Source: an optimization exercise on an open RTL-to-GDS flow (aim: a short achievable clock period and low power). Production flows keep margins and buffers that such runs may drop. At most, simulation tests tie the RTL to the original design; equivalence was not proved. No functional check of the RTL was part of runs 1 to 3. No activity file was given, so power comes from the tool's default toggle rates.

## design/flow/design.v

```verilog
`timescale 1ns / 1ps
module mac_iso (
    input s_axis_tvalid, input m_axis_tready, input reset,
    input [7:0] a, input [7:0] b,
    output en,
    output [7:0] ya, output [7:0] yb
);
    assign en = s_axis_tvalid & m_axis_tready & reset;
    assign ya = a & {8{en}};
    assign yb = b & {8{en}};
endmodule
module mac_axi4s (
    input clk, input reset,
    input s_axis_tvalid, input m_axis_tready,
    input [7:0] data, input [7:0] weight,
    output [15:0] acc
);
    wire en;
    wire [7:0] d, w;
    mac_iso iso (.s_axis_tvalid(s_axis_tvalid), .m_axis_tready(m_axis_tready), .reset(reset),
                 .a(data), .b(weight), .en(en), .ya(d), .yb(w));
    reg [15:0] s;
    reg [0:0] c;
    wire [7:0] pp0 = d & {8{w[0]}};
    wire [7:0] pp1 = d & {8{w[1]}};
    wire [7:0] pp2 = d & {8{w[2]}};
    wire [7:0] pp3 = d & {8{w[3]}};
    wire [7:0] pp4 = d & {8{w[4]}};
    wire [7:0] pp5 = d & {8{w[5]}};
    wire [7:0] pp6 = d & {8{w[6]}};
    wire [7:0] pp7 = d & {8{w[7]}};
    wire t1 = pp0[5] ^ pp1[4];
    wire u2 = pp0[5] & pp1[4];
    wire t3 = pp0[6] ^ pp1[5] ^ pp2[4];
    wire u4 = (pp0[6] & pp1[5]) | (pp0[6] & pp2[4]) | (pp1[5] & pp2[4]);
    wire t5 = pp3[3] ^ pp4[2];
    wire u6 = pp3[3] & pp4[2];
    wire t7 = pp0[7] ^ pp1[6] ^ pp2[5];
    wire u8 = (pp0[7] & pp1[6]) | (pp0[7] & pp2[5]) | (pp1[6] & pp2[5]);
    wire t9 = pp3[4] ^ pp4[3] ^ pp5[2];
    wire u10 = (pp3[4] & pp4[3]) | (pp3[4] & pp5[2]) | (pp4[3] & pp5[2]);
    wire t11 = pp6[1] ^ pp7[0];
    wire u12 = pp6[1] & pp7[0];
    wire t13 = pp1[7] ^ pp2[6] ^ pp3[5];
    wire u14 = (pp1[7] & pp2[6]) | (pp1[7] & pp3[5]) | (pp2[6] & pp3[5]);
    wire t15 = pp4[4] ^ pp5[3] ^ pp6[2];
    wire u16 = (pp4[4] & pp5[3]) | (pp4[4] & pp6[2]) | (pp5[3] & pp6[2]);
    wire t17 = pp7[1] ^ s[8] ^ c[0];
    wire u18 = (pp7[1] & s[8]) | (pp7[1] & c[0]) | (s[8] & c[0]);
    wire t19 = pp2[7] ^ pp3[6] ^ pp4[5];
    wire u20 = (pp2[7] & pp3[6]) | (pp2[7] & pp4[5]) | (pp3[6] & pp4[5]);
    wire t21 = pp5[4] ^ pp6[3] ^ pp7[2];
    wire u22 = (pp5[4] & pp6[3]) | (pp5[4] & pp7[2]) | (pp6[3] & pp7[2]);
    wire t23 = pp3[7] ^ pp4[6] ^ pp5[5];
    wire u24 = (pp3[7] & pp4[6]) | (pp3[7] & pp5[5]) | (pp4[6] & pp5[5]);
    wire t25 = pp0[3] ^ pp1[2];
    wire u26 = pp0[3] & pp1[2];
    wire t27 = pp0[4] ^ pp1[3] ^ pp2[2];
    wire u28 = (pp0[4] & pp1[3]) | (pp0[4] & pp2[2]) | (pp1[3] & pp2[2]);
    wire t29 = pp3[1] ^ pp4[0];
    wire u30 = pp3[1] & pp4[0];
    wire t31 = t1 ^ pp2[3] ^ pp3[2];
    wire u32 = (t1 & pp2[3]) | (t1 & pp3[2]) | (pp2[3] & pp3[2]);
    wire t33 = pp4[1] ^ pp5[0] ^ s[5];
    wire u34 = (pp4[1] & pp5[0]) | (pp4[1] & s[5]) | (pp5[0] & s[5]);
    wire t35 = u2 ^ t3 ^ t5;
    wire u36 = (u2 & t3) | (u2 & t5) | (t3 & t5);
    wire t37 = pp5[1] ^ pp6[0] ^ s[6];
    wire u38 = (pp5[1] & pp6[0]) | (pp5[1] & s[6]) | (pp6[0] & s[6]);
    wire t39 = u4 ^ u6 ^ t7;
    wire u40 = (u4 & u6) | (u4 & t7) | (u6 & t7);
    wire t41 = t9 ^ t11 ^ s[7];
    wire u42 = (t9 & t11) | (t9 & s[7]) | (t11 & s[7]);
    wire t43 = u8 ^ u10 ^ u12;
    wire u44 = (u8 & u10) | (u8 & u12) | (u10 & u12);
    wire t45 = t13 ^ t15 ^ t17;
    wire u46 = (t13 & t15) | (t13 & t17) | (t15 & t17);
    wire t47 = u14 ^ u16 ^ u18;
    wire u48 = (u14 & u16) | (u14 & u18) | (u16 & u18);
    wire t49 = t19 ^ t21 ^ s[9];
    wire u50 = (t19 & t21) | (t19 & s[9]) | (t21 & s[9]);
    wire t51 = u20 ^ u22 ^ t23;
    wire u52 = (u20 & u22) | (u20 & t23) | (u22 & t23);
    wire t53 = pp6[4] ^ pp7[3] ^ s[10];
    wire u54 = (pp6[4] & pp7[3]) | (pp6[4] & s[10]) | (pp7[3] & s[10]);
    wire t55 = u24 ^ pp4[7] ^ pp5[6];
    wire u56 = (u24 & pp4[7]) | (u24 & pp5[6]) | (pp4[7] & pp5[6]);
    wire t57 = pp6[5] ^ pp7[4] ^ s[11];
    wire u58 = (pp6[5] & pp7[4]) | (pp6[5] & s[11]) | (pp7[4] & s[11]);
    wire t59 = pp5[7] ^ pp6[6] ^ pp7[5];
    wire u60 = (pp5[7] & pp6[6]) | (pp5[7] & pp7[5]) | (pp6[6] & pp7[5]);
    wire t61 = pp0[2] ^ pp1[1];
    wire u62 = pp0[2] & pp1[1];
    wire t63 = t25 ^ pp2[1] ^ pp3[0];
    wire u64 = (t25 & pp2[1]) | (t25 & pp3[0]) | (pp2[1] & pp3[0]);
    wire t65 = u26 ^ t27 ^ t29;
    wire u66 = (u26 & t27) | (u26 & t29) | (t27 & t29);
    wire t67 = u28 ^ u30 ^ t31;
    wire u68 = (u28 & u30) | (u28 & t31) | (u30 & t31);
    wire t69 = u32 ^ u34 ^ t35;
    wire u70 = (u32 & u34) | (u32 & t35) | (u34 & t35);
    wire t71 = u36 ^ u38 ^ t39;
    wire u72 = (u36 & u38) | (u36 & t39) | (u38 & t39);
    wire t73 = u40 ^ u42 ^ t43;
    wire u74 = (u40 & u42) | (u40 & t43) | (u42 & t43);
    wire t75 = u44 ^ u46 ^ t47;
    wire u76 = (u44 & u46) | (u44 & t47) | (u46 & t47);
    wire t77 = u48 ^ u50 ^ t51;
    wire u78 = (u48 & u50) | (u48 & t51) | (u50 & t51);
    wire t79 = u52 ^ u54 ^ t55;
    wire u80 = (u52 & u54) | (u52 & t55) | (u54 & t55);
    wire t81 = u56 ^ u58 ^ t59;
    wire u82 = (u56 & u58) | (u56 & t59) | (u58 & t59);
    wire t83 = u60 ^ pp6[7] ^ pp7[6];
    wire u84 = (u60 & pp6[7]) | (u60 & pp7[6]) | (pp6[7] & pp7[6]);
    wire t85 = pp0[1] ^ pp1[0];
    wire u86 = pp0[1] & pp1[0];
    wire t87 = t61 ^ pp2[0] ^ s[2];
    wire u88 = (t61 & pp2[0]) | (t61 & s[2]) | (pp2[0] & s[2]);
    wire t89 = u62 ^ t63 ^ s[3];
    wire u90 = (u62 & t63) | (u62 & s[3]) | (t63 & s[3]);
    wire t91 = u64 ^ t65 ^ s[4];
    wire u92 = (u64 & t65) | (u64 & s[4]) | (t65 & s[4]);
    wire t93 = u66 ^ t67 ^ t33;
    wire u94 = (u66 & t67) | (u66 & t33) | (t67 & t33);
    wire t95 = u68 ^ t69 ^ t37;
    wire u96 = (u68 & t69) | (u68 & t37) | (t69 & t37);
    wire t97 = u70 ^ t71 ^ t41;
    wire u98 = (u70 & t71) | (u70 & t41) | (t71 & t41);
    wire t99 = u72 ^ t73 ^ t45;
    wire u100 = (u72 & t73) | (u72 & t45) | (t73 & t45);
    wire t101 = u74 ^ t75 ^ t49;
    wire u102 = (u74 & t75) | (u74 & t49) | (t75 & t49);
    wire t103 = u76 ^ t77 ^ t53;
    wire u104 = (u76 & t77) | (u76 & t53) | (t77 & t53);
    wire t105 = u78 ^ t79 ^ t57;
    wire u106 = (u78 & t79) | (u78 & t57) | (t79 & t57);
    wire t107 = u80 ^ t81 ^ s[12];
    wire u108 = (u80 & t81) | (u80 & s[12]) | (t81 & s[12]);
    wire t109 = u82 ^ t83 ^ s[13];
    wire u110 = (u82 & t83) | (u82 & s[13]) | (t83 & s[13]);
    wire t111 = u84 ^ pp7[7] ^ s[14];
    wire u112 = (u84 & pp7[7]) | (u84 & s[14]) | (pp7[7] & s[14]);
    wire [15:0] x = {u112, u110, u108, u106, u104, u102, u100, u98, u96, u94, u92, u90, u88, u86, t85, pp0[0]};
    wire [15:0] y = {s[15], t111, t109, t107, t105, t103, t101, t99, t97, t95, t93, t91, t89, t87, s[1], s[0]};
    wire [8:0] blk0 = {1'b0, x[7:0]} + {1'b0, y[7:0]};
    wire [8:0] blk1 = {1'b0, x[15:8]} + {1'b0, y[15:8]};
    wire [15:0] s_next = {blk1[7:0], blk0[7:0]};
    wire [0:0] c_next = {blk0[8]};
    assign acc = s + ({15'd0, c[0]} << 8);
    always @(posedge clk)
        if (!reset) begin
            s <= 16'd0;
            c <= 0;
        end else if (en) begin
            s <= s_next;
            c <= c_next;
        end
endmodule
`timescale 1ns / 1ps
module macs_axi4s #(
    parameter NUM_MACS = 8
) (
    input reset,
    input clk,
    input wire s_axis_tvalid,
    output reg s_axis_tready,
    input wire [127:0] s_axis_tdata,    
    output wire [127:0] m_axis_tdata,   
    output reg m_axis_tvalid,
    input wire m_axis_tready,
    input wire [15:0] s_axis_tkeep,
    output wire [15:0] m_axis_tkeep,
    input wire s_axis_tlast,
    output reg m_axis_tlast
);
    assign m_axis_tkeep = 16'hffff;
    always @(posedge clk) begin
        m_axis_tlast <= s_axis_tlast;
        if (!reset) begin
            s_axis_tready <= 1'b0;
            m_axis_tvalid <= 1'b0;
        end else begin
            s_axis_tready <= m_axis_tready;
            m_axis_tvalid <= s_axis_tvalid;
        end
    end
    genvar i;
    generate
        for (i = 0; i < NUM_MACS; i = i + 1) begin : lane
            mac_axi4s mac_i (
                .clk(clk), .reset(reset),
                .s_axis_tvalid(s_axis_tvalid), .m_axis_tready(m_axis_tready),
                .data(s_axis_tdata[16*i +: 8]), .weight(s_axis_tdata[16*i+8 +: 8]),
                .acc(m_axis_tdata[16*i +: 16]));
        end
    endgenerate
endmodule
```

## design/flow/flow/run.sh

```bash
#!/bin/bash
# Own layout flow: the standard flow, run in two parts.
#  1. the standard synthesis, unchanged;
#  2. the rest of the standard flow, with clock tree synthesis told not to add dummy
#     load cells (they only balance the tree and burn clock power).
# Each part's full output goes to its own log file in the work folder.
set -euo pipefail
bash standard.sh synth > flow_synth.log 2>&1
CTS="-sink_clustering_enable -repair_clock_nets -dont_use_dummy_load"
CTS="$CTS -buf_list {sky130_fd_sc_hd__clkbuf_4 sky130_fd_sc_hd__clkbuf_8}"
bash standard.sh "CTS_ARGS=$CTS" finish > flow_layout.log 2>&1
```

## design/flow/standard.sh

```bash
#!/bin/bash
# synth_recipe.tcl (not shown) runs the flow's synth.tcl, then flattens the netlist and writes it again
# the make line also repeats each setting of config.mk as NAME=value (left out here)
make -C /OpenROAD-flow-scripts/flow DESIGN_CONFIG=/design/flow/config.mk WORK_HOME=/design/flow/orfs CLKGATE_MAP_FILE= SYNTH_SCRIPT=/design/flow/synth_recipe.tcl "${@:-finish}"
```

## design/flow/config.mk

```make
export PLATFORM = sky130hd
export DESIGN_NAME = macs_axi4s
export DESIGN_NICKNAME = macs_axi4s
export VERILOG_FILES = /design/flow/design.v
export SDC_FILE = /design/flow/constraint.sdc
export NUM_CORES = 4
export LEC_CHECK = 0
export CAP_MARGIN = 20
export CORE_MARGIN = 2
export CORE_UTILIZATION = 40
export CTS_BUF_LIST = sky130_fd_sc_hd__clkbuf_4 sky130_fd_sc_hd__clkbuf_8
export SETUP_SLACK_MARGIN = 1.0
export SLEW_MARGIN = 20
export SYNTH_HIERARCHICAL = 1
```

## design/flow/constraint.sdc

```tcl
create_clock -name core_clock -period 5.0 [get_ports {clk}]
set_input_delay 1.0000 -clock core_clock [delete_from_list [all_inputs] [get_ports {clk}]]
set_output_delay 1.0000 -clock core_clock [all_outputs]
set_load 0.01 [all_outputs]
```

==> impl_metrics.env, run 1 <==
export IMPL_clock_latency_ns=0.56
export IMPL_fp_dieArea_um2=67100
export IMPL_drv_slew=0
export IMPL_vias_per_cell=5.06
export IMPL_first_global_vias=23500
export IMPL_ctsHoldBuffers=0
export IMPL_layout_drive_gt1_share_pct=31.8
export IMPL_status="timing/DRC/antenna clean"
export IMPL_arrival_ns=5.18
export IMPL_grt_overflow=0
export IMPL_tightest_slew_ns=0.978
export IMPL_cts_htree_levels=4
export IMPL_areaGrowthSynthToFinish_pct=38.7
export IMPL_grt_max_degree=33
export IMPL_synth_top_cells_by_area="fa_1, dfxtp_1, and2_1"
export IMPL_setup_violations_final=0
export IMPL_maxCapViolCount=0
export IMPL_cts_sinks=139
export IMPL_hold_path_depth=1
export IMPL_critPathKind="input port to register"
export IMPL_whs_ns=0.522
export IMPL_layout_setup_ws_ns=0.289
export IMPL_drt_iter0_drc=913
export IMPL_grt_usage_pct=23.4
export IMPL_rsz0062_at_grt="yes"
export IMPL_reg2reg_depth=13
export IMPL_async_flop_share_pct=0
export IMPL_dp_slack_ns=-0.448
export IMPL_io_pins=296
export IMPL_synth_top_area_share_pct=30.8
export IMPL_grt_pass1_wl_um=123000
export IMPL_rr_startpoint="lane[4].mac_i.c"
export IMPL_fin_skew_ns=0.0159
export IMPL_syn_area_um2=26000
export IMPL_layout_nets=4204
export IMPL_required_ns=5.47
export IMPL_start_util_pct=40.4
export IMPL_power_density_nw_per_um2=76.4
export IMPL_routed_wl_um=77400
export IMPL_die_x_um=259
export IMPL_wl_per_cell_um=17.9
export IMPL_vdd_drop_max_mv=0.188
export IMPL_cts_tree="done"
export IMPL_ant_nets=0
export IMPL_syn_avg_cell_area_um2=9.01
export IMPL_antenna_found_initial=14
export IMPL_synth_ff_type="dfxtp_1"
export IMPL_clkTransAtPathRegs_ns=0.09
export IMPL_die_h_um=259
export IMPL_yosysWarningCount=8
export IMPL_drcViolationCount=0
export IMPL_r2r_slack_ns=1.08
export IMPL_fin_crit_sh_pct=94.2
export IMPL_io_buffers=263
export IMPL_synth_ff_latch_count=139
export IMPL_vias=21800
export IMPL_hold_viol=0
export IMPL_cts_buffers_inserted=17
export IMPL_tns_ns=0
export IMPL_synth_most_common_cell="inv_1"
export IMPL_syn_inst=2886
export IMPL_num_rows=93
export IMPL_synthTopCellsByCount="inv_1, and2_1, fa_1"
export IMPL_stdcell_count=4315
export IMPL_slew_headroom_pct=34.8
export IMPL_placedCellCount=4163
export IMPL_clk_path_buf_depth=2
export IMPL_final_min_clock_period_ns=4.71
export IMPL_root_buffer="clkbuf_8"
export IMPL_core_area_um2=64300
export IMPL_fmax_mhz=212
export IMPL_hold_end="lane[1].mac_i.s[2]"
export IMPL_final_util_pct=56.1
export IMPL_p_leak_nw=16.2
export IMPL_firstDrtPassIters=4
export IMPL_r2r_end="lane[4].mac_i.s[15]"
export IMPL_crit_path_end_kind="register"
export IMPL_synth_edff_count=0
export IMPL_hp_start="lane[1].mac_i.s[2]"
export IMPL_ys_seq_area_share_pct=10.7
export IMPL_hpwl_um=57000
export IMPL_synth_top_area_cell="fa_1"
export IMPL_crit_path_start_kind="input port"
export IMPL_synth_distinct_cells=37
export IMPL_hold_path_class="register to register"
export IMPL_crit_path_max_fanout=7
export IMPL_gp_congestion=0.893
## Yosys stat by module (local to each module, per instance)
module	cells	area, um2	flip-flops and latches	copies in the design
macs_axi4s	22	196	3	1
mac_axi4s	338	3070	17	8
mac_iso	20	161	0	8
## layout by cell type, fill, tap and decap left out, types with 14 or more instances in the layout
cell / count
dlygate4sd2_1: 41
buf_16: 28
a21oi_2: 31
conb_1: 16
clkdlybuf4s50_1: 202
inv_2: 77
a21o_1: 32
and4_4: 111
o21ai_1: 14
buf_6: 104
o21ai_2: 18
o211a_1: 16
nor2b_1: 75
o211ai_1: 32
and2_1: 304
nor2_1: 34
nand3b_1: 32
clkbuf_8: 17
ha_1: 122
mux2i_1: 72
a21oi_1: 49
inv_1: 379
xnor2_2: 17
fa_2: 104
nand2_1: 187
a311o_1: 16
nand3_1: 61
and2_4: 106
dfxtp_1: 139
and3_1: 28
nand4b_1: 24
ha_4: 73
dlymetal6s2s_1: 17
buf_4: 275
o21a_1: 16
nand4_1: 24
xnor2_1: 77
fa_1: 296
nand2_2: 18
## metrics by stage
stage	area [um2]	power, W
6_report	36100	0.00276
5_1_grt	36100	0.00289
4_1_cts	34900	0.00278
3_5_place_dp	32200	0.00178
3_3_place_gp	32200	0.00177
2_1_floorplan	27300	0.00147
## power by group
| group | leakage, nW | switching, W | total, W | internal [W] |
|---|---|---|---|---|
| logic | 14.9 | 0.000389 | 0.000829 | 0.000440 |
| registers | 1.12 | 0.0000134 | 0.00113 | 0.00112 |
| clock network | 0.122 | 0.000499 | 0.000798 | 0.000299 |
## sequential cells by signal (all words and copies together), names as in the netlist
name / count
lane.mac_i.s: 128
m_axis_tlast: 1
lane.mac_i.c: 8
m_axis_tvalid: 1
s_axis_tready: 1
## worst max path at each step
stage	from	cells after the start	endpoint
global route	m_axis_tready	19	lane[0].mac_i.s[14]
floorplan	reset	15	lane[1].mac_i.s[15]
detailed placement	s_axis_tdata[3]	16	lane[0].mac_i.s[14]
finish	m_axis_tready	19	lane[4].mac_i.s[15]
global placement	reset	17	lane[7].mac_i.s[14]
CTS	s_axis_tvalid	17	lane[6].mac_i.s[15]
## cell type report
type	count	area, um2
clock buffers	17	234
well taps	855	1070
multi-input cells	2154	23300
repair buffers	687	6980
diodes	7	17.5
fillers	5653	28300
inverters	456	1710
flip-flops and latches	139	2780
## kinds of logic (layout without fill, tap and decap cells)
group / count (synthesis) / count (layout) / share of synthesized area (%)
flops: 139 / 139 / 10.7
simple gates: 1066 / 1066 / 24.5
other cells: 1 / 23 / 0.0144
fa+ha+maj: 600 / 600 / 40.4
compound gates: 288 / 288 / 7.54
xor+xnor: 104 / 104 / 3.50
mux: 80 / 80 / 3.23
buf+inv: 608 / 1160 / 10.1
## metal layers
layer  GRT usage (%)  wire length [um]  share of wire, %
met5               0               125              0.16
met4            6.68              1590               2.1
met3            5.33              3460               4.5
met2            40.6             38800                50
met1            29.1             33400                43
## what timing repair did
item | 4_1_cts | 5_1_grt
resized for setup | 462 | 224
gates cloned | 21 | 1
pin swaps | 232 | 236
endpoints found under the setup margin | 86 | 94
buffers inserted | 76 | 30
## critical path, stage by stage
cell and delay, ns:
buf_16 0.14, buf_12 0.14, buf_16 0.15, buf_6 0.12
and4_4 0.15, and2_4 0.14, fa_2 0.57, inv_2 0.04
fa_2 0.33, fa_1 0.50, inv_2 0.04, fa_1 0.56
buf_4 0.13, ha_4 0.20, a211oi_4 0.24, nor3_2 0.08
mux2_4 0.31, and3_4 0.16, o21a_1 0.15
==> run 2: changes to the inputs <==
--- a/design/flow/design.v
+++ b/design/flow/design.v
@@ -1,9 +1,13 @@
 `timescale 1ns / 1ps
+module mac_en (
+    input s_axis_tvalid, input m_axis_tready, input reset,
+    output en
+);
+    assign en = s_axis_tvalid & m_axis_tready & reset;
+endmodule
 module mac_iso (
-    input s_axis_tvalid, input m_axis_tready, input reset,
+    input en,
     input [7:0] a, input [7:0] b,
-    output en,
     output [7:0] ya, output [7:0] yb
 );
-    assign en = s_axis_tvalid & m_axis_tready & reset;
     assign ya = a & {8{en}};
@@ -19,6 +23,5 @@
     wire [7:0] d, w;
-    mac_iso iso (.s_axis_tvalid(s_axis_tvalid), .m_axis_tready(m_axis_tready), .reset(reset),
-                 .a(data), .b(weight), .en(en), .ya(d), .yb(w));
+    mac_en acc_en (.s_axis_tvalid(s_axis_tvalid), .m_axis_tready(m_axis_tready), .reset(reset), .en(en));
+    mac_iso iso (.en(en), .a(data), .b(weight), .ya(d), .yb(w));
     reg [15:0] s;
-    reg [0:0] c;
     wire [7:0] pp0 = d & {8{w[0]}};
@@ -47,4 +50,4 @@
     wire u16 = (pp4[4] & pp5[3]) | (pp4[4] & pp6[2]) | (pp5[3] & pp6[2]);
-    wire t17 = pp7[1] ^ s[8] ^ c[0];
-    wire u18 = (pp7[1] & s[8]) | (pp7[1] & c[0]) | (s[8] & c[0]);
+    wire t17 = pp7[1] ^ s[8];
+    wire u18 = pp7[1] & s[8];
     wire t19 = pp2[7] ^ pp3[6] ^ pp4[5];
@@ -145,7 +148,5 @@
     wire [15:0] y = {s[15], t111, t109, t107, t105, t103, t101, t99, t97, t95, t93, t91, t89, t87, s[1], s[0]};
-    wire [8:0] blk0 = {1'b0, x[7:0]} + {1'b0, y[7:0]};
-    wire [8:0] blk1 = {1'b0, x[15:8]} + {1'b0, y[15:8]};
-    wire [15:0] s_next = {blk1[7:0], blk0[7:0]};
-    wire [0:0] c_next = {blk0[8]};
-    assign acc = s + ({15'd0, c[0]} << 8);
+    wire [16:0] blk0 = {1'b0, x[15:0]} + {1'b0, y[15:0]};
+    wire [15:0] s_next = {blk0[15:0]};
+    assign acc = s;
     always @(posedge clk)
@@ -153,6 +154,4 @@
             s <= 16'd0;
-            c <= 0;
         end else if (en) begin
             s <= s_next;
-            c <= c_next;
         end
==> impl_metrics.env, run 2 <==
export IMPL_fin_skew_ns=0.0295
export IMPL_firstDrtPassIters=4
export IMPL_synth_ff_latch_count=131
export IMPL_final_cell_mix="inv_1, buf_4, and2_1"
export IMPL_cts_htree_levels=4
export IMPL_vias=22500
export IMPL_grt_usage_pct=22.7
export IMPL_async_flop_share_pct=0
export IMPL_p_total_w=0.00247
export IMPL_synth_ff_type="dfxtp_1"
export IMPL_vias_per_cell=4.92
export IMPL_drcViolationCount=0
export IMPL_failed_checks="negative setup slack"
export IMPL_routed_wl_um=74200
export IMPL_place_area_um2=33300
export IMPL_layout_nets=4437
export IMPL_clock_latency_ns=0.56
export IMPL_r2r_slack_ns=1.23
export IMPL_crit_path_end_kind="register"
export IMPL_io_buffers=263
export IMPL_rsz0062_at_grt="yes"
export IMPL_tightest_slew_ns=1.03
export IMPL_final_min_clock_period_ns=5.04
export IMPL_num_rows=93
export IMPL_start_util_pct=40.2
export IMPL_wl_per_cell_um=16.2
export IMPL_cts_sinks=131
export IMPL_io_pins=296
export IMPL_synth_top_area_cell="fa_1"
export IMPL_slew_headroom_pct=31.6
export IMPL_setup_violations_final=8
export IMPL_yosysWarningCount=8
export IMPL_die_h_um=258
export IMPL_antenna_found_initial=13
export IMPL_core_area_um2=64100
export IMPL_ant_nets=0
export IMPL_die_x_um=258
export IMPL_critPathKind="input port to register"
export IMPL_hpwl_um=57400
export IMPL_root_buffer="clkbuf_8"
export IMPL_required_ns=5.42
export IMPL_cts_tree="done"
export IMPL_final_common_cell="inv_1"
export IMPL_grt_max_degree=97
export IMPL_areaGrowthSynthToFinish_pct=41.4
export IMPL_fmax_mhz=198
export IMPL_fp_dieArea_um2=66500
export IMPL_syn_inst=2958
export IMPL_synth_edff_count=0
export IMPL_ctsHoldBuffers=0
export IMPL_clkTransAtPathRegs_ns=0.08
export IMPL_synth_top_cells_by_area="fa_1, and2_1, dfxtp_1"
export IMPL_hold_path_class="register to register"
export IMPL_top_register="lane.mac_i.s"
export IMPL_first_global_vias=24300
export IMPL_syn_avg_cell_area_um2=8.71
export IMPL_fin_crit_sh_pct=101
export IMPL_status="failed layout checks"
export IMPL_crit_path_start_kind="input port"
export IMPL_ys_seq_area_share_pct=10.2
export IMPL_crit_path_max_fanout=8
export IMPL_hold_viol=0
export IMPL_stdcell_area_um2=36400
export IMPL_maxCapViolCount=0
export IMPL_stdcell_count=4571
export IMPL_arrival_ns=5.47
export IMPL_gp_congestion=0.913
export IMPL_synthTopCellsByCount="inv_1, and2_1, fa_1"
export IMPL_cts_buffers_inserted=17
export IMPL_largest_reg_flops=128
export IMPL_power_density_nw_per_um2=67.9
export IMPL_layout_drive_gt1_share_pct=29.9
export IMPL_placedCellCount=4451
export IMPL_p_leak_nw=16.9
export IMPL_synth_distinct_cells=50
export IMPL_layout_setup_ws_ns=-0.0415
export IMPL_clk_path_buf_depth=2
export IMPL_grt_overflow=0
export IMPL_synth_most_common_cell="inv_1"
export IMPL_vdd_drop_max_mv=0.166
export IMPL_drt_iter0_drc=857
export IMPL_synth_top_area_share_pct=29.8
export IMPL_grt_pass1_wl_um=122000
export IMPL_drv_slew=0
export IMPL_syn_area_um2=25800
run 2: changes by cell type after synthesis, moves of 32 or more:
cell / before / now
and2_1: 410 / 474
and2_2: 0 / 96
and4_1: 128 / 0
buf_2: 40 / 8
buf_4: 80 / 16
inv_1: 456 / 592
nand2_1: 216 / 176
nand3_1: 64 / 32
nand3b_1: 32 / 64
o21ai_0: 32 / 72
xnor2_1: 96 / 48
run 2: metrics by stage:
step | hold WS (ns) | TNS [ns] | util [%] | setup WS [ns]
2_1_floorplan | 0.486 | 0 | - | 0.00186
4_1_cts | 0.472 | 0 | 54.5 | 0.0543
5_1_grt | 0.497 | -1.79 | 56.8 | -0.149
3_3_place_gp | 0.458 | -66.40 | 51.9 | -1.04
6_report | 0.468 | -0.196 | 56.8 | -0.0415
3_5_place_dp | 0.459 | -70.98 | 51.9 | -1.13
run 2: path summary, 6_finish.rpt:
check                            from             endpoint  cells after the start
hold / removal    lane[7].mac_i.s[15]  lane[7].mac_i.s[15]                      2
setup reg to reg   lane[2].mac_i.s[8]  lane[2].mac_i.s[15]                     13
hold reg to reg   lane[7].mac_i.s[15]  lane[7].mac_i.s[15]                      2
setup / recovery        m_axis_tready  lane[7].mac_i.s[13]                     22
run 2: modules after synthesis, one instance, submodules excluded:
module	cells	times used
mac_iso	17	8
mac_axi4s	349	8
mac_en	1	8
macs_axi4s	22	1
run 2: routing by layer:
| metal | track usage, % | up-vias | share of wire, % |
|---|---|---|---|
| met2 | 39.8 | 350 | 51 |
| met5 | 0 | - | 0.13 |
| met3 | 3.86 | 108 | 3.7 |
| li1 | - | 10900 | - |
| met4 | 6.54 | 16 | 2.2 |
| met1 | 28.6 | 11200 | 43 |
run 2: area by class of cell:
cell class,count,area [um2]
multi-input combinational,2178,23200
clock buffer,17,234
antenna,6,15.0
fill,5581,27700
sequential,131,2620
tap,855,1070
inverter,592,2220
timing repair buffer,792,7030
run 2: timing repair:
item,in CTS,in global routing
gates resized for setup,251,255
gates cloned,10,1
setup endpoints to repair,104,98
setup buffers,45,41
pin swaps,168,172
run 2: worst max-delay path, stage by stage:
cell and delay, ns:
buf_12 0.12, buf_12 0.15, and3_4 0.23, buf_6 0.12, and2_4 0.14, and2_4 0.14, fa_1 0.53, inv_1 0.05
fa_1 0.49, inv_2 0.04, fa_1 0.49, inv_2 0.04, fa_1 0.48, inv_2 0.05, ha_4 0.30, a21oi_4 0.08
or3_4 0.39, a31oi_4 0.21, a211oi_2 0.07, buf_4 0.14, nand4_1 0.07, o211ai_1 0.11
run 2: where the power goes:
group	total [W]	switching, W	internal, W
logic	0.000635	0.000299	0.000336
clock network	0.000780	0.000481	0.000299
registers	0.00106	0.00000803	0.00105
run 2: cell families after synthesis:
| logic type | Yosys count | share of synthesized area, % |
|---|---|---|
| fa+ha+maj | 576 | 39.2 |
| compound gates | 360 | 10.1 |
| mux | 80 | 3.15 |
| flops | 131 | 10.2 |
| other cells | 1 | 0.0146 |
| xor+xnor | 64 | 2.18 |
| simple gates | 1074 | 24.8 |
| buf+inv | 672 | 10.5 |
==> run 3: changes to the inputs <==
--- a/design/flow/design.v
+++ b/design/flow/design.v
@@ -26,2 +26,3 @@
     reg [15:0] s;
+    reg [0:0] c;
     wire [7:0] pp0 = d & {8{w[0]}};
@@ -50,4 +51,4 @@
     wire u16 = (pp4[4] & pp5[3]) | (pp4[4] & pp6[2]) | (pp5[3] & pp6[2]);
-    wire t17 = pp7[1] ^ s[8];
-    wire u18 = pp7[1] & s[8];
+    wire t17 = pp7[1] ^ s[8] ^ c[0];
+    wire u18 = (pp7[1] & s[8]) | (pp7[1] & c[0]) | (s[8] & c[0]);
     wire t19 = pp2[7] ^ pp3[6] ^ pp4[5];
@@ -148,5 +149,7 @@
     wire [15:0] y = {s[15], t111, t109, t107, t105, t103, t101, t99, t97, t95, t93, t91, t89, t87, s[1], s[0]};
-    wire [16:0] blk0 = {1'b0, x[15:0]} + {1'b0, y[15:0]};
-    wire [15:0] s_next = {blk0[15:0]};
-    assign acc = s;
+    wire [8:0] blk0 = {1'b0, x[7:0]} + {1'b0, y[7:0]};
+    wire [8:0] blk1 = {1'b0, x[15:8]} + {1'b0, y[15:8]};
+    wire [15:0] s_next = {blk1[7:0], blk0[7:0]};
+    wire [0:0] c_next = {blk0[8]};
+    assign acc = s + ({15'd0, c[0]} << 8);
     always @(posedge clk)
@@ -154,4 +157,6 @@
             s <= 16'd0;
+            c <= 0;
         end else if (en) begin
             s <= s_next;
+            c <= c_next;
         end
--- a/design/flow/flow/run.sh
+++ b/design/flow/flow/run.sh
@@ -4,3 +4,4 @@
 #  2. the rest of the standard flow, with clock tree synthesis told not to add dummy
-#     load cells (they only balance the tree and burn clock power).
+#     load cells (they only balance the tree and burn clock power), plus any extra ORFS
+#     make variables listed one per line in flow/extra_vars.txt.
 # Each part's full output goes to its own log file in the work folder.
@@ -10,2 +11,6 @@
 CTS="$CTS -buf_list {sky130_fd_sc_hd__clkbuf_4 sky130_fd_sc_hd__clkbuf_8}"
-bash standard.sh "CTS_ARGS=$CTS" finish > flow_layout.log 2>&1
+EXTRA=()
+if [[ -f flow/extra_vars.txt ]]; then
+  mapfile -t EXTRA < <(grep -v '^#' flow/extra_vars.txt | grep . || true)
+fi
+bash standard.sh "CTS_ARGS=$CTS" "${EXTRA[@]}" finish > flow_layout.log 2>&1
==> design/flow/flow/extra_vars.txt (new file) <==
RECOVER_POWER=100
--- a/design/flow/config.mk
+++ b/design/flow/config.mk
@@ -7,3 +7,3 @@
 export LEC_CHECK = 0
-export CAP_MARGIN = 20
+export CAP_MARGIN = 0
 export CORE_MARGIN = 2
@@ -12,3 +12,3 @@
 export SETUP_SLACK_MARGIN = 1.0
-export SLEW_MARGIN = 20
+export SLEW_MARGIN = 0
 export SYNTH_HIERARCHICAL = 1
==> impl_metrics.env, run 3 <==
export IMPL_syn_avg_cell_area_um2=8.98
export IMPL_syn_area_um2=25800
export IMPL_antenna_found_initial=10
export IMPL_first_global_vias=22700
export IMPL_p_leak_nw=15.9
export IMPL_cts_tree="done"
export IMPL_cts_buffers_inserted=17
export IMPL_final_cell_mix="inv_1, buf_4, and2_1"
export IMPL_synthTopCellsByCount="inv_1, and2_1, fa_1"
export IMPL_slew_headroom_pct=38.9
export IMPL_fmax_mhz=207
export IMPL_layout_filler_cells=5895
export IMPL_synth_distinct_cells=38
export IMPL_crit_chain="buf_12, buf_16, and3_1, and2_4, and2_4, fa_2, inv_2, fa_2, fa_2, inv_1, fa_2, ha_1, fa_2, a21o_1, a21oi_2, o21ai_1, mux2i_1, a311o_1"
export IMPL_die_x_um=258
export IMPL_cp_slowest_cell="fa_2"
export IMPL_synth_top_area_cell="fa_1"
export IMPL_vias_per_cell=4.90
export IMPL_place_area_um2=32500
export IMPL_crit_path_start_kind="input port"
export IMPL_sw_frac_of_total_pct=31.0
export IMPL_slowest_delay_ns=0.57
export IMPL_top_regs="lane.mac_i.s (128), lane.mac_i.c (8)"
export IMPL_fin_crit_sh_pct=96.8
export IMPL_num_rows=93
export IMPL_cts_htree_levels=4
export IMPL_stdcell_area_um2=34400
export IMPL_hold_end="lane[1].mac_i.s[2]"
export IMPL_crit_path_end_kind="register"
export IMPL_async_flop_share_pct=0
export IMPL_clkTransAtPathRegs_ns=0.09
export IMPL_vias=21000
export IMPL_synth_top_area_share_pct=31.1
export IMPL_seq_power_share_pct=44.2
export IMPL_rsz0062_at_grt="yes"
export IMPL_p_int_w=0.00176
export IMPL_io_buffers=263
export IMPL_hold_viol=0
export IMPL_tightest_slew_ns=0.916
export IMPL_ctsHoldBuffers=0
export IMPL_start_util_pct=40.2
export IMPL_io_pins=296
export IMPL_reg2reg_depth=13
export IMPL_final_min_clock_period_ns=4.84
export IMPL_hold_path_depth=1
export IMPL_synth_ff_type="dfxtp_1"
export IMPL_areaGrowthSynthToFinish_pct=33.6
export IMPL_syn_inst=2870
export IMPL_vdd_drop_max_mv=0.151
export IMPL_cts_sinks=139
export IMPL_status="timing/DRC/antenna clean"
export IMPL_clock_latency_ns=0.55
export IMPL_crit_path_max_fanout=4
export IMPL_r2r_end="lane[0].mac_i.s[14]"
export IMPL_grt_max_degree=95
export IMPL_grt_busiest_layer="met2"
export IMPL_use_met1_pct=26.9
export IMPL_fp_dieArea_um2=66500
export IMPL_grt_usage_pct=21.3
export IMPL_multi_input_area_um2=22800
export IMPL_p_total_w=0.00256
export IMPL_rr_startpoint="lane[0].mac_i.c"
export IMPL_drv_slew=0
export IMPL_ant_nets=0
export IMPL_routed_wl_um=69300
export IMPL_setup_violations_final=0
export IMPL_clk_path_buf_depth=2
export IMPL_synth_ff_latch_count=139
export IMPL_grt_overflow=0
export IMPL_power_density_nw_per_um2=74.2
export IMPL_ys_seq_area_share_pct=10.8
export IMPL_firstDrtPassIters=5
export IMPL_drcViolationCount=0
export IMPL_top_register="lane.mac_i.s"
export IMPL_required_ns=5.44
export IMPL_p_clk_share_pct=30.4
export IMPL_arrival_ns=5.28
export IMPL_cpMostUsedCell="fa_2"
export IMPL_fin_skew_ns=0.0315
export IMPL_layout_drive_gt1_share_pct=30.0
export IMPL_gp_congestion=0.862
export IMPL_root_buffer="clkbuf_8"
export IMPL_maxCapViolCount=0
export IMPL_seq_area_um2=2780
export IMPL_wl_per_cell_um=16.1
export IMPL_largest_reg_flops=128
export IMPL_final_common_cell="inv_1"
export IMPL_switching_power_w=0.000793
export IMPL_die_h_um=258
export IMPL_whs_ns=0.511
export IMPL_synth_edff_count=0
export IMPL_core_area_um2=64100
export IMPL_combPwrFrac_pct=25.4
export IMPL_critPathKind="input port to register"
export IMPL_use_met3_pct=3.88
export IMPL_grt_pass1_wl_um=114000
export IMPL_met2_usage_pct=37.1
export IMPL_drt_iter0_drc=703
export IMPL_r2r_slack_ns=1.08
export IMPL_yosysWarningCount=8
export IMPL_synth_most_common_cell="inv_1"
export IMPL_hpwl_um=53500
export IMPL_synth_top_cells_by_area="fa_1, dfxtp_1, and2_1"
export IMPL_hp_start="lane[1].mac_i.s[2]"
export IMPL_layout_nets=4182
export IMPL_hold_path_class="register to register"
## run 3: cell types whose count changed in the layout (fill, tap and decap cells not counted), sizes merged, moves of 48 or more
| cell | before | now |
|---|---|---|
| dlygate4sd3 | 0 | 132 |
| xnor2 | 48 | 96 |
| buf | 531 | 375 |
| clkdlybuf4s50 | 260 | 128 |
| inv | 592 | 456 |
| o21ai | 96 | 48 |
## run 3: metal layers
layer / vias up / routed length, um
li1: 10100 / -
met1: 10500 / 30800
met2: 289 / 34500
met3: 77 / 2410
met4: 2 / 1550
met5: - / 11
## run 3: layout make-up
class	instances	area share, %
multi-input cells	2168	66.2
repair buffers	651	16.9
flip-flops and latches	139	8.08
inverters	456	4.97
well taps	855	3.11
clock buffers	17	0.679
diodes	9	0.0654
## run 3: cells by family (layout without fill, tap and decap cells)
| group | after synthesis | count (layout) | synth area share, % |
|---|---|---|---|
| xor+xnor | 104 | 104 | 3.53 |
| buf+inv | 592 | 1124 | 10.1 |
| mux | 80 | 80 | 3.26 |
| compound gates | 288 | 288 | 7.61 |
| fa+ha+maj | 600 | 600 | 40.8 |
| flops | 139 | 139 | 10.8 |
| simple gates | 1066 | 1080 | 23.9 |
| other cells | 1 | 25 | 0.0145 |
## run 3: timing repair
| item | CTS | global route |
|---|---|---|
| endpoints found under the setup margin | 107 | 89 |
| setup buffers | 35 | 27 |
| resized for setup | 180 | 211 |
| pin swaps | 128 | 196 |
| gates cloned | 20 | 1 |
## run 3: per-module statistics from Yosys (local to each module, per instance)
module      flip-flops and latches  cells  area, um2
mac_axi4s                       17    338       3070
mac_iso                          0     17        126
macs_axi4s                       3     22        196
mac_en                           0      1       6.26
## run 3: power by group through the flow
stage | sequential [W] | combinational [W] | clock [W]
final | 0.00113 | 0.000650 | 0.000776
after global routing | 0.00113 | 0.000704 | 0.000863
after CTS | 0.00113 | 0.000637 | 0.000836
after detailed placement | 0.00116 | 0.000554 | 0
after global placement | 0.00116 | 0.000545 | 0
after floorplan | 0.00115 | 0.000302 | 0
## run 3: worst max path at each step
stage	start	endpoint	slack, ns	depth (start not counted)
floorplan	m_axis_tready	lane[0].mac_i.s[14]	0.05	17
global placement	s_axis_tvalid	lane[4].mac_i.s[15]	-0.75	16
detailed placement	s_axis_tvalid	lane[1].mac_i.s[14]	-0.87	18
CTS	m_axis_tready	lane[2].mac_i.s[14]	0.33	18
global route	s_axis_tvalid	lane[2].mac_i.s[14]	0.10	19
finish	s_axis_tvalid	lane[6].mac_i.s[14]	0.16	18
## run 3: worst max-delay path: cells and delay by family
kind | cells | cell delay [ns]
AO/OA/AOI/OAI | 4 | 0.77
AND/OR/NAND/NOR | 3 | 0.59
buffers and inverters | 4 | 0.38
adder cells (fa/ha/maj) | 6 | 2.43
multiplexers | 1 | 0.12
## run 3: through the flow
| step | instances | utilization (%) | setup slack (ns) | setup TNS (ns) |
|---|---|---|---|---|
| 3_3_place_gp | 4186 | 50.6 | -0.753 | -32.04 |
| 3_5_place_dp | 4186 | 50.6 | -0.872 | -36.11 |
| 4_1_cts | 4258 | 52.7 | 0.327 | 0 |
| 2_1_floorplan | 2885 | - | 0.0456 | 0 |
| 5_1_grt | 4291 | 53.7 | 0.105 | 0 |
| 6_report | 4295 | 53.7 | 0.158 | 0 |
==> run 4: changes to the inputs <==
--- a/design/flow/design.v
+++ b/design/flow/design.v
@@ -155,8 +155,8 @@
     always @(posedge clk)
-        if (!reset) begin
-            s <= 16'd0;
-            c <= 0;
-        end else if (en) begin
+        if (en) begin
             s <= s_next;
             c <= c_next;
+        end else begin
+            s <= s & {16{reset}};
+            c <= c & {1{reset}};
         end
--- a/design/flow/config.mk
+++ b/design/flow/config.mk
@@ -11,2 +11,3 @@
 export CTS_BUF_LIST = sky130_fd_sc_hd__clkbuf_4 sky130_fd_sc_hd__clkbuf_8
+export PLACE_DENSITY = 0.8
 export SETUP_SLACK_MARGIN = 1.0
==> impl_metrics.env, run 4 <==
export IMPL_wl_per_cell_um=16.4
export IMPL_place_area_um2=30800
export IMPL_crit_family="adder cells"
export IMPL_vdd_drop_max_mv=0.190
export IMPL_synth_ff_latch_count=139
export IMPL_cp_depth=18
export IMPL_fmax_mhz=206
export IMPL_io_buffers=263
export IMPL_hold_path_depth=2
export IMPL_seq_power_share_pct=45.4
export IMPL_tightest_slew_ns=1.13
export IMPL_yosys_area_share_simple_pct=22.3
export IMPL_hpwl_um=52100
export IMPL_syn_inst=2814
export IMPL_setup_violations_final=0
export IMPL_cp_slowest_cell="fa_2"
export IMPL_layout_filler_cells=5362
export IMPL_routed_wl_um=68200
export IMPL_antenna_found_initial=2
export IMPL_clock_latency_ns=0.55
export IMPL_slowest_delay_ns=0.58
export IMPL_vias=20700
export IMPL_grt_max_degree=27
export IMPL_num_rows=91
export IMPL_critPathBufInv=5
export IMPL_stdcell_area_um2=33100
export IMPL_p_int_w=0.00172
export IMPL_slew_headroom_pct=24.7
export IMPL_p_total_w=0.00248
export IMPL_clk_path_buf_depth=2
export IMPL_async_flop_share_pct=0
export IMPL_synth_compound_area_share_pct=9.78
export IMPL_p_leak_nw=15.2
export IMPL_muxShareOfSynthArea_pct=0.321
export IMPL_cts_buffers_inserted=17
export IMPL_cts_htree_levels=4
export IMPL_layout_drive_gt1_share_pct=27.0
export IMPL_die_h_um=254
export IMPL_synth_top_area_cell="fa_1"
export IMPL_drt_iter0_drc=962
export IMPL_placedCellCount=4069
export IMPL_drv_slew=0
export IMPL_fp_dieArea_um2=64400
export IMPL_reg2reg_depth=12
export IMPL_maxCapViolCount=0
export IMPL_synth_top_area_share_pct=32.1
export IMPL_synth_ff_type="dfxtp_1"
export IMPL_synth_edff_count=0
export IMPL_gp_congestion=0.873
export IMPL_synth_distinct_cells=40
export IMPL_firstDrtPassIters=5
export IMPL_drcViolationCount=0
export IMPL_stdcell_count=4170
export IMPL_root_buffer="clkbuf_8"
export IMPL_top_register="lane.mac_i.s"
export IMPL_final_min_clock_period_ns=4.85
export IMPL_final_util_pct=53.7
export IMPL_areaGrowthSynthToFinish_pct=32.7
export IMPL_cts_tree="done"
export IMPL_arrival_ns=5.28
export IMPL_synthAdderAreaFrac_pct=42.1
export IMPL_rsz0062_at_grt="yes"
export IMPL_grt_usage_pct=21.4
export IMPL_fin_crit_sh_pct=97.1
export IMPL_switching_power_w=0.000760
export IMPL_largest_reg_flops=128
export IMPL_syn_avg_cell_area_um2=8.87
export IMPL_fin_skew_ns=0.0253
export IMPL_yosysWarningCount=8
export IMPL_p_clk_share_pct=30.9
export IMPL_ant_nets=0
export IMPL_clkTransAtPathRegs_ns=0.07
export IMPL_layout_nets=4082
export IMPL_crit_chain="buf_12, buf_12, buf_12, and3_1, and2_4, and2_4, fa_1, inv_1, fa_2, fa_1, fa_2, inv_2, ha_4, a211oi_2, nor2_2, o21a_1, or3_1, a31o_1"
export IMPL_sw_frac_of_total_pct=30.7
export IMPL_io_pins=296
export IMPL_combPwrFrac_pct=23.7
export IMPL_start_util_pct=40.4
export IMPL_synth_xor_area_share_pct=3.65
export IMPL_hold_path_class="register to register"
export IMPL_cts_sinks=139
export IMPL_hold_viol=0
export IMPL_synthTopCellsByCount="inv_1, and2_1, fa_1"
export IMPL_top_regs="lane.mac_i.s (128), lane.mac_i.c (8)"
export IMPL_final_cell_mix="inv_1, and2_1, fa_1"
export IMPL_first_global_vias=21800
export IMPL_grt_pass1_wl_um=109000
export IMPL_status="timing/DRC/antenna clean"
export IMPL_synth_top_family_by_area="adder cells"
export IMPL_tns_ns=0
export IMPL_die_x_um=254
export IMPL_vias_per_cell=4.96
export IMPL_power_density_nw_per_um2=74.8
export IMPL_synth_most_common_cell="inv_1"
export IMPL_core_area_um2=61700
export IMPL_ys_seq_area_share_pct=11.1
export IMPL_crit_path_end_kind="register"
export IMPL_final_common_cell="inv_1"
export IMPL_required_ns=5.42
export IMPL_crit_path_max_fanout=8
export IMPL_cpMostUsedCell="buf_12"
export IMPL_grt_overflow=0
export IMPL_synth_top_cells_by_area="fa_1, dfxtp_1, and2_1"
export IMPL_syn_area_um2=25000
export IMPL_critPathKind="input port to register"
export IMPL_crit_path_start_kind="input port"
export IMPL_ctsHoldBuffers=0
run 4: cell types whose count changed in the layout (fill, tap and decap cells not counted), moves of 31 or more:
cell | previous run | this run
mux2i_1 | 72 | 8
a21oi_1 | 61 | 29
buf_4 | 327 | 272
fa_1 | 284 | 333
and2_1 | 305 | 347
inv_1 | 382 | 435
fa_2 | 116 | 67
nor2b_1 | 75 | 8
nand3b_1 | 32 | 0
o21ai_0 | 18 | 49
and2_4 | 210 | 158
run 4: final timing paths:
path / start / to / slack, ns
worst min-delay path: lane[1].mac_i.s[2] / lane[1].mac_i.s[2] / 0.47
worst min register to register: lane[1].mac_i.s[2] / lane[1].mac_i.s[2] / 0.47
worst max register to register: lane[0].mac_i.c / lane[0].mac_i.s[13] / 1.15
worst max-delay path: m_axis_tready / lane[5].mac_i.s[13] / 0.15
run 4: routing by layer:
metal,GRT usage (%),vias up,share of wire [%]
li1,-,9790,-
met1,26.5,10200,41
met2,37.1,494,50
met3,4.36,135,5.2
met4,7.14,0,3.1
met5,0,-,0
run 4: per-stage QoR:
step                setup slack [ns]  hold slack (ns)
CTS                            0.269            0.483
global route                  0.0779            0.506
floorplan                      0.130            0.448
finish                         0.147            0.474
global placement              -0.621            0.464
detailed placement            -0.737            0.472
run 4: area by class of cell:
type	instances	area, um2	area share [%]
inverters	496	1860	5.62
well taps	837	1050	3.16
clock buffers	17	234	0.706
repair buffers	591	5380	16.2
multi-input cells	2088	21800	65.9
diodes	2	5.00	0.0151
flip-flops and latches	139	2780	8.40
run 4: power groups by stage:
stage | Sequential [W] | Clock, W | Combinational (W)
after detailed placement | 0.00115 | 0 | 0.000489
final | 0.00112 | 0.000766 | 0.000587
after global placement | 0.00115 | 0 | 0.000480
after CTS | 0.00112 | 0.000814 | 0.000561
after floorplan | 0.00115 | 0 | 0.000240
after global routing | 0.00113 | 0.000854 | 0.000633
run 4: cell families (layout without fill, tap and decap cells):
family                     Yosys count  in the layout
other                                1             18
xor gates and xnor gates           104            104
adders and majority gates          600            600
DFF                                139            139
and+or+nand+nor                   1002           1016
buffers and inverters              616           1104
AOI/OAI and AO/OA                  344            344
muxes                                8              8
run 4: modules after synthesis, one instance, submodules excluded:
module      copies in the design  cells  cell area (um2)
mac_axi4s                      8    331             2960
mac_en                         8      1             6.26
mac_iso                        8     17              126
macs_axi4s                     1     22              196
run 4: worst min-delay path, stage by stage, from the launching register on:
cell	delay (ns)
dfxtp_1	0.32
nand2_1	0.05
o21ai_0	0.06
run 4: timing repair:
action                                  CTS  global route
endpoints found under the setup margin  107            91
pin swaps                               200           205
gates cloned                             15             4
setup buffers                            47            16
resized for setup                       224           224
==> run 5: changes to the inputs <==
--- a/design/flow/config.mk
+++ b/design/flow/config.mk
@@ -11,3 +11,2 @@
 export CTS_BUF_LIST = sky130_fd_sc_hd__clkbuf_4 sky130_fd_sc_hd__clkbuf_8
-export PLACE_DENSITY = 0.8
 export SETUP_SLACK_MARGIN = 1.0
==> impl_metrics.env, run 5 <==
export IMPL_cts_htree_levels=4
export IMPL_tightest_slew_ns=1.00
export IMPL_hold_viol=0
export IMPL_clock_latency_ns=0.57
export IMPL_cts_buffers_inserted=17
export IMPL_seq_power_share_pct=45.9
export IMPL_final_cell_mix="inv_1, and2_1, fa_1"
export IMPL_ant_nets=0
export IMPL_final_min_clock_period_ns=4.90
export IMPL_largest_reg_flops=128
export IMPL_ys_seq_area_share_pct=11.1
export IMPL_grt_pass1_wl_um=110000
export IMPL_setup_violations_final=0
export IMPL_fin_skew_ns=0.0320
export IMPL_layout_drive_gt1_share_pct=25.4
export IMPL_synth_distinct_cells=40
export IMPL_synth_most_common_cell="inv_1"
export IMPL_ctsHoldBuffers=0
export IMPL_cp_slowest_cell="fa_1"
export IMPL_wl_per_cell_um=16.2
export IMPL_place_area_um2=30900
export IMPL_cpMostUsedCell="fa_1"
export IMPL_sw_frac_of_total_pct=30.6
export IMPL_vias_per_cell=4.85
export IMPL_syn_area_um2=25000
export IMPL_layout_nets=4087
export IMPL_io_buffers=263
export IMPL_maxCapViolCount=0
export IMPL_top_regs="lane.mac_i.s (128), lane.mac_i.c (8)"
export IMPL_crit_chain="buf_6, buf_12, buf_6, and3_1, clkbuf_4, and2_4, and2_4, fa_1, inv_1, fa_1, fa_1, inv_1, fa_1, ha_4, o21ai_2, nor2_2, o21a_1, or3_1, a31o_1"
export IMPL_fin_crit_sh_pct=98.0
export IMPL_combPwrFrac_pct=22.7
export IMPL_top_register="lane.mac_i.s"
export IMPL_met2_usage_pct=38.4
export IMPL_syn_inst=2814
export IMPL_num_rows=91
export IMPL_final_util_pct=52.8
export IMPL_routed_wl_um=67700
export IMPL_p_clk_share_pct=31.4
export IMPL_root_buffer="clkbuf_8"
export IMPL_gp_congestion=0.882
export IMPL_crit_path_max_fanout=6
export IMPL_status="timing/DRC/antenna clean"
export IMPL_synth_ff_type="dfxtp_1"
export IMPL_cts_tree="done"
export IMPL_synth_top_area_cell="fa_1"
export IMPL_p_total_w=0.00245
export IMPL_core_area_um2=61700
export IMPL_rsz0062_at_grt="yes"
export IMPL_drcViolationCount=0
export IMPL_first_global_vias=22000
export IMPL_use_met1_pct=27.1
export IMPL_switching_power_w=0.000750
export IMPL_clkTransAtPathRegs_ns=0.10
export IMPL_power_density_nw_per_um2=75.2
export IMPL_cts_sinks=139
export IMPL_antenna_found_initial=1
export IMPL_grt_max_degree=25
export IMPL_whs_ns=0.486
export IMPL_die_h_um=254
export IMPL_start_util_pct=40.4
export IMPL_areaGrowthSynthToFinish_pct=30.5
export IMPL_p_int_w=0.00170
export IMPL_vias=20200
export IMPL_grt_busiest_layer="met2"
export IMPL_grt_usage_pct=21.6
export IMPL_p_leak_nw=15.2
export IMPL_io_pins=296
export IMPL_synthTopCellsByCount="inv_1, and2_1, fa_1"
export IMPL_synth_top_area_share_pct=32.1
export IMPL_stdcell_area_um2=32600
export IMPL_critPathKind="input port to register"
export IMPL_fp_dieArea_um2=64400
export IMPL_yosysWarningCount=8
export IMPL_tns_ns=0
export IMPL_slowest_delay_ns=0.54
export IMPL_syn_avg_cell_area_um2=8.87
export IMPL_synth_edff_count=0
export IMPL_crit_path_end_kind="register"
export IMPL_fmax_mhz=204
export IMPL_slew_headroom_pct=33.0
export IMPL_clk_path_buf_depth=2
export IMPL_use_met3_pct=3.01
export IMPL_crit_path_start_kind="input port"
export IMPL_hold_path_class="register to register"
export IMPL_drv_slew=0
export IMPL_final_common_cell="inv_1"
export IMPL_drt_iter0_drc=694
export IMPL_vdd_drop_max_mv=0.162
export IMPL_grt_overflow=0
export IMPL_arrival_ns=5.37
export IMPL_synth_ff_latch_count=139
export IMPL_hpwl_um=55000
export IMPL_async_flop_share_pct=0
export IMPL_required_ns=5.47
export IMPL_die_x_um=254
export IMPL_firstDrtPassIters=5
export IMPL_synth_top_cells_by_area="fa_1, dfxtp_1, and2_1"
-- run 5: cell counts after synthesis --
No cell type changed its count.
-- run 5: path summary, 6_finish.rpt --
path / from / end / slack [ns] / depth (start not counted)
setup / recovery: s_axis_tvalid / lane[5].mac_i.s[13] / 0.1 / 19
hold / removal: lane[0].mac_i.s[2] / lane[0].mac_i.s[2] / 0.49 / 2
hold reg to reg: lane[0].mac_i.s[2] / lane[0].mac_i.s[2] / 0.49 / 2
setup reg to reg: lane[2].mac_i.c / lane[2].mac_i.s[13] / 1.09 / 12
-- run 5: power by group through the flow --
stage	Clock (W)	Combinational [W]	Sequential (W)
2_1_floorplan	0	0.000240	0.00115
4_1_cts	0.000817	0.000555	0.00113
3_5_place_dp	0	0.000500	0.00115
6_report	0.000768	0.000557	0.00112
3_3_place_gp	0	0.000493	0.00115
5_1_grt	0.000840	0.000602	0.00113
-- run 5: cell families (layout without fill, tap and decap cells) --
family	after synthesis	after routing	share of synthesized area, %
AOI/OAI and AO/OA	344	344	9.79
adders and majority gates	600	600	42.1
muxes	8	8	0.321
xor gates and xnor gates	104	104	3.65
DFF	139	139	11.1
buffers and inverters	616	1113	10.7
and+or+nand+nor	1002	1012	22.3
other	1	18	0.0150
-- run 5: timing repair --
action / 4_1_cts / 5_1_grt
gates cloned: 10 / 0
buffers inserted: 43 / 19
resized for setup: 189 / 200
endpoints found under the hold margin: 0 / 0
endpoints found under the setup margin: 111 / 98
pin swaps: 151 / 201
-- run 5: routing by layer --
metal  share of wire, %  routed length (um)
met4                2.6                1790
met3                2.8                1880
met2                 51               34300
met5                  0                   0
met1                 44               29700
-- run 5: cell type report --
type                    instances  area, um2
fillers                      5752      29100
multi-input cells            2084      21300
repair buffers                600       5350
flip-flops and latches        139       2780
inverters                     496       1860
well taps                     837       1050
clock buffers                  17        234
diodes                          2       5.00
-- run 5: critical path, delay by kind of cell --
kind / cells / cell delay (ns)
buf+inv: 6 / 0.65
fa+ha+maj: 5 / 2.24
compound gates: 3 / 0.52
simple gates: 5 / 0.93
-- run 5: through the flow --
step                setup WS [ns]  cells
floorplan                   0.130   2829
global placement           -0.680   4084
detailed placement         -0.772   4084
CTS                         0.197   4154
global route               0.0422   4175
finish                     0.0993   4175
-- run 5: per-module statistics from Yosys, one instance, submodules excluded --
module | flops+latches | cells
mac_axi4s | 17 | 331
mac_en | 0 | 1
mac_iso | 0 | 17
macs_axi4s | 3 | 22
==> run 6: changes to the inputs <==
--- a/design/flow/config.mk
+++ b/design/flow/config.mk
@@ -9,4 +9,5 @@
 export CORE_MARGIN = 2
-export CORE_UTILIZATION = 40
+export CORE_UTILIZATION = 55
 export CTS_BUF_LIST = sky130_fd_sc_hd__clkbuf_4 sky130_fd_sc_hd__clkbuf_8
+export PLACE_DENSITY = 0.75
 export SETUP_SLACK_MARGIN = 1.0
==> impl_metrics.env, run 6 <==
export IMPL_status="failed layout checks"
export IMPL_failed_checks="max-capacitance violations, max-slew violations"
export IMPL_die_x_um=217
export IMPL_maxCapViolCount=1
export IMPL_setup_violations_final=0
export IMPL_ctsHoldBuffers=0
export IMPL_fmax_mhz=206
export IMPL_core_area_um2=45100
export IMPL_fin_crit_sh_pct=96.9
export IMPL_async_flop_share_pct=0
export IMPL_combPwrFrac_pct=23.8
export IMPL_syn_avg_cell_area_um2=8.87
export IMPL_num_rows=78
export IMPL_vias_per_cell=5.33
export IMPL_cp_slowest_cell="fa_1"
export IMPL_firstDrtPassIters=5
export IMPL_grt_pass1_wl_um=112000
export IMPL_grt_overflow=0
export IMPL_cts_htree_levels=4
export IMPL_ant_nets=0
export IMPL_fin_skew_ns=0.0263
export IMPL_crit_path_end_kind="register"
export IMPL_wl_per_cell_um=17.5
export IMPL_final_min_clock_period_ns=4.85
export IMPL_synth_ff_latch_count=139
export IMPL_synth_edff_count=0
export IMPL_layout_setup_ws_ns=0.153
export IMPL_syn_inst=2814
export IMPL_syn_area_um2=25000
export IMPL_vias=20900
export IMPL_p_clk_share_pct=30.8
export IMPL_final_common_cell="inv_1"
export IMPL_hold_path_class="register to register"
export IMPL_crit_path_max_fanout=8
export IMPL_power_density_nw_per_um2=75.4
export IMPL_synth_top_cells_by_area="fa_1, dfxtp_1, and2_1"
export IMPL_slowest_delay_ns=0.55
export IMPL_io_buffers=263
export IMPL_vdd_drop_max_mv=0.117
export IMPL_cts_tree="done"
export IMPL_critPathKind="input port to register"
export IMPL_io_pins=296
export IMPL_root_buffer="clkbuf_8"
export IMPL_fp_dieArea_um2=47100
export IMPL_crit_family="adder cells"
export IMPL_gp_congestion=0.888
export IMPL_synth_most_common_cell="inv_1"
export IMPL_top_register="lane.mac_i.s"
export IMPL_yosysWarningCount=8
export IMPL_largest_reg_flops=128
export IMPL_die_h_um=217
export IMPL_top_regs="lane.mac_i.s (128), lane.mac_i.c (8)"
export IMPL_p_leak_nw=15.2
export IMPL_clk_path_buf_depth=2
export IMPL_slew_headroom_pct=-56.7
export IMPL_synth_top_area_share_pct=32.1
export IMPL_hpwl_um=51900
export IMPL_rsz0062_at_grt="yes"
export IMPL_layout_drive_gt1_share_pct=27.3
export IMPL_layout_nets=4074
export IMPL_antenna_found_initial=2
export IMPL_synth_ff_type="dfxtp_1"
export IMPL_required_ns=5.45
export IMPL_hold_viol=0
export IMPL_drv_slew=46
export IMPL_clock_latency_ns=0.56
export IMPL_seq_power_share_pct=45.5
export IMPL_grt_max_degree=46
export IMPL_p_int_w=0.00172
export IMPL_synthTopCellsByCount="inv_1, and2_1, fa_1"
export IMPL_routed_wl_um=68700
export IMPL_cts_buffers_inserted=17
export IMPL_clkTransAtPathRegs_ns=0.08
export IMPL_crit_path_start_kind="input port"
export IMPL_switching_power_w=0.000758
export IMPL_drt_iter0_drc=1038
export IMPL_tightest_slew_ns=2.35
export IMPL_first_global_vias=23000
export IMPL_crit_chain="buf_12, buf_12, buf_16, and3_1, and2_0, and2_4, fa_1, inv_2, fa_2, fa_1, fa_1, inv_2, ha_4, a211oi_2, nor2_2, o21a_1, or3_1, a31o_1"
export IMPL_critPathBufInv=5
export IMPL_cts_sinks=139
export IMPL_arrival_ns=5.29
export IMPL_grt_usage_pct=29.8
export IMPL_synth_top_area_cell="fa_1"
export IMPL_final_cell_mix="inv_1, and2_1, fa_1"
export IMPL_areaGrowthSynthToFinish_pct=31.4
export IMPL_start_util_pct=55.4
export IMPL_sw_frac_of_total_pct=30.6
export IMPL_synth_distinct_cells=40
export IMPL_drcViolationCount=0
export IMPL_dp_slack_ns=-0.728
export IMPL_final_util_pct=72.7
export IMPL_ys_seq_area_share_pct=11.1
export IMPL_cpMostUsedCell="fa_1"
==> run 6: area by class of cell <==
cell class | instances | area, um2
fill | 3277 | 12300
antenna | 1 | 2.50
sequential | 139 | 2780
multi-input combinational | 2086 | 21800
clock buffer | 17 | 234
timing repair buffer | 585 | 5390
inverter | 496 | 1860
tap | 600 | 751
==> run 6: power groups by stage <==
stage | clock, W | sequential (W) | combinational [W]
floorplan | 0 | 0.00115 | 0.000240
global placement | 0 | 0.00115 | 0.000476
detailed placement | 0 | 0.00115 | 0.000487
CTS | 0.000791 | 0.00113 | 0.000566
global route | 0.000815 | 0.00113 | 0.000629
finish | 0.000761 | 0.00112 | 0.000588
==> run 6: cell families (layout without fill, tap and decap cells) <==
group           count (synthesis)  count (layout)  share of synthesized area, %
other cells                     1              17                        0.0150
flops                         139             139                          11.1
compound gates                344             344                          9.79
fa+ha+maj                     600             600                          42.1
mux                             8               8                         0.321
simple gates                 1002            1014                          22.3
buf+inv                       616            1098                          10.7
xor+xnor                      104             104                          3.65
==> run 6: final timing paths <==
kind | from | end | slack, ns | cells past startpoint
worst max register to register | lane[1].mac_i.c | lane[1].mac_i.s[13] | 1.14 | 12
worst max-delay path | s_axis_tvalid | lane[6].mac_i.s[13] | 0.15 | 18
worst min-delay path | lane[6].mac_i.s[3] | lane[6].mac_i.s[3] | 0.47 | 2
worst min register to register | lane[6].mac_i.s[3] | lane[6].mac_i.s[3] | 0.47 | 2
==> run 6: tightest hold or removal path: cells and delay by family (launching register included) <==
family,cells,cell delay (ns)
flip-flops,1,0.33
AND/OR/NAND/NOR,1,0.06
AO/OA/AOI/OAI,1,0.05
==> run 6: stage by stage <==
step / TNS, ns / total power (W) / instances / hold slack (ns) / instance area, um2
after global placement: -33.06 / 0.00163 / 3826 / 0.464 / 30400
after floorplan: 0 / 0.00139 / 2829 / 0.448 / 25900
after CTS: 0 / 0.00248 / 3904 / 0.478 / 32000
after detailed placement: -37.61 / 0.00164 / 3826 / 0.465 / 30400
after global routing: 0 / 0.00257 / 3924 / 0.494 / 32800
final: 0 / 0.00247 / 3924 / 0.475 / 32800
==> run 6: modules after synthesis (local to each module, per instance) <==
module	cell area (um2)	cells	flip-flops and latches	copies in the design
mac_axi4s	2960	331	17	8
macs_axi4s	196	22	3	1
mac_iso	126	17	0	8
mac_en	6.26	1	0	8
==> run 6: layer usage <==
metal,routed length (um),vias to the layer above,part of all wire [%],GRT usage [%]
li1,-,9758,-,-
met1,27900,10400,41,36.5
met2,34700,558,51,52.4
met3,3120,176,4.5,4.10
met4,2970,0,4.3,13.2
met5,0,-,0,0
==> run 6: what timing repair did <==
item                                    in CTS  in global routing
endpoints found under the hold margin        0                  0
endpoints found under the setup margin     107                 96
cloned                                      14                  1
resized for setup                          234                248
pin swaps                                  174                222
buffers inserted                            47                 18

-- port drivers added, routing unchanged --
In the flow no input, the clock included, has a driving cell. The finished layouts below were timed again as built, in two steps.
Step 1 assumes that a clkbuf_16 drives the clock port and a buf_2 every other input.
Step 2 times the ports against the registers' clock, not the clock port: input delays grow and output delays shrink by t, the midpoint of the rising clock arrivals with the driver on.
Slacks: ideal ports / drivers / drivers and shift; pairs: ideal ports / drivers.
run | t, ns | setup slack, ns | worst setup path after step 2
run 1 | 0.615 | 0.289 / 0.168 / -0.447 | input to register
run 2 | 0.599 | -0.041 / -0.041 / -0.640 | input to register
run 3 | 0.587 | 0.158 / 0.114 / -0.472 | input to register
run 4 | 0.591 | 0.147 / 0.121 / -0.470 | input to register
run 5 | 0.607 | 0.099 / 0.120 / -0.487 | input to register
run 6 | 0.594 | 0.153 / 0.157 / -0.437 | input to register
The setup slack of run 1, which loses most, moves by -0.121 ns with the drivers and by -0.736 ns with both steps.
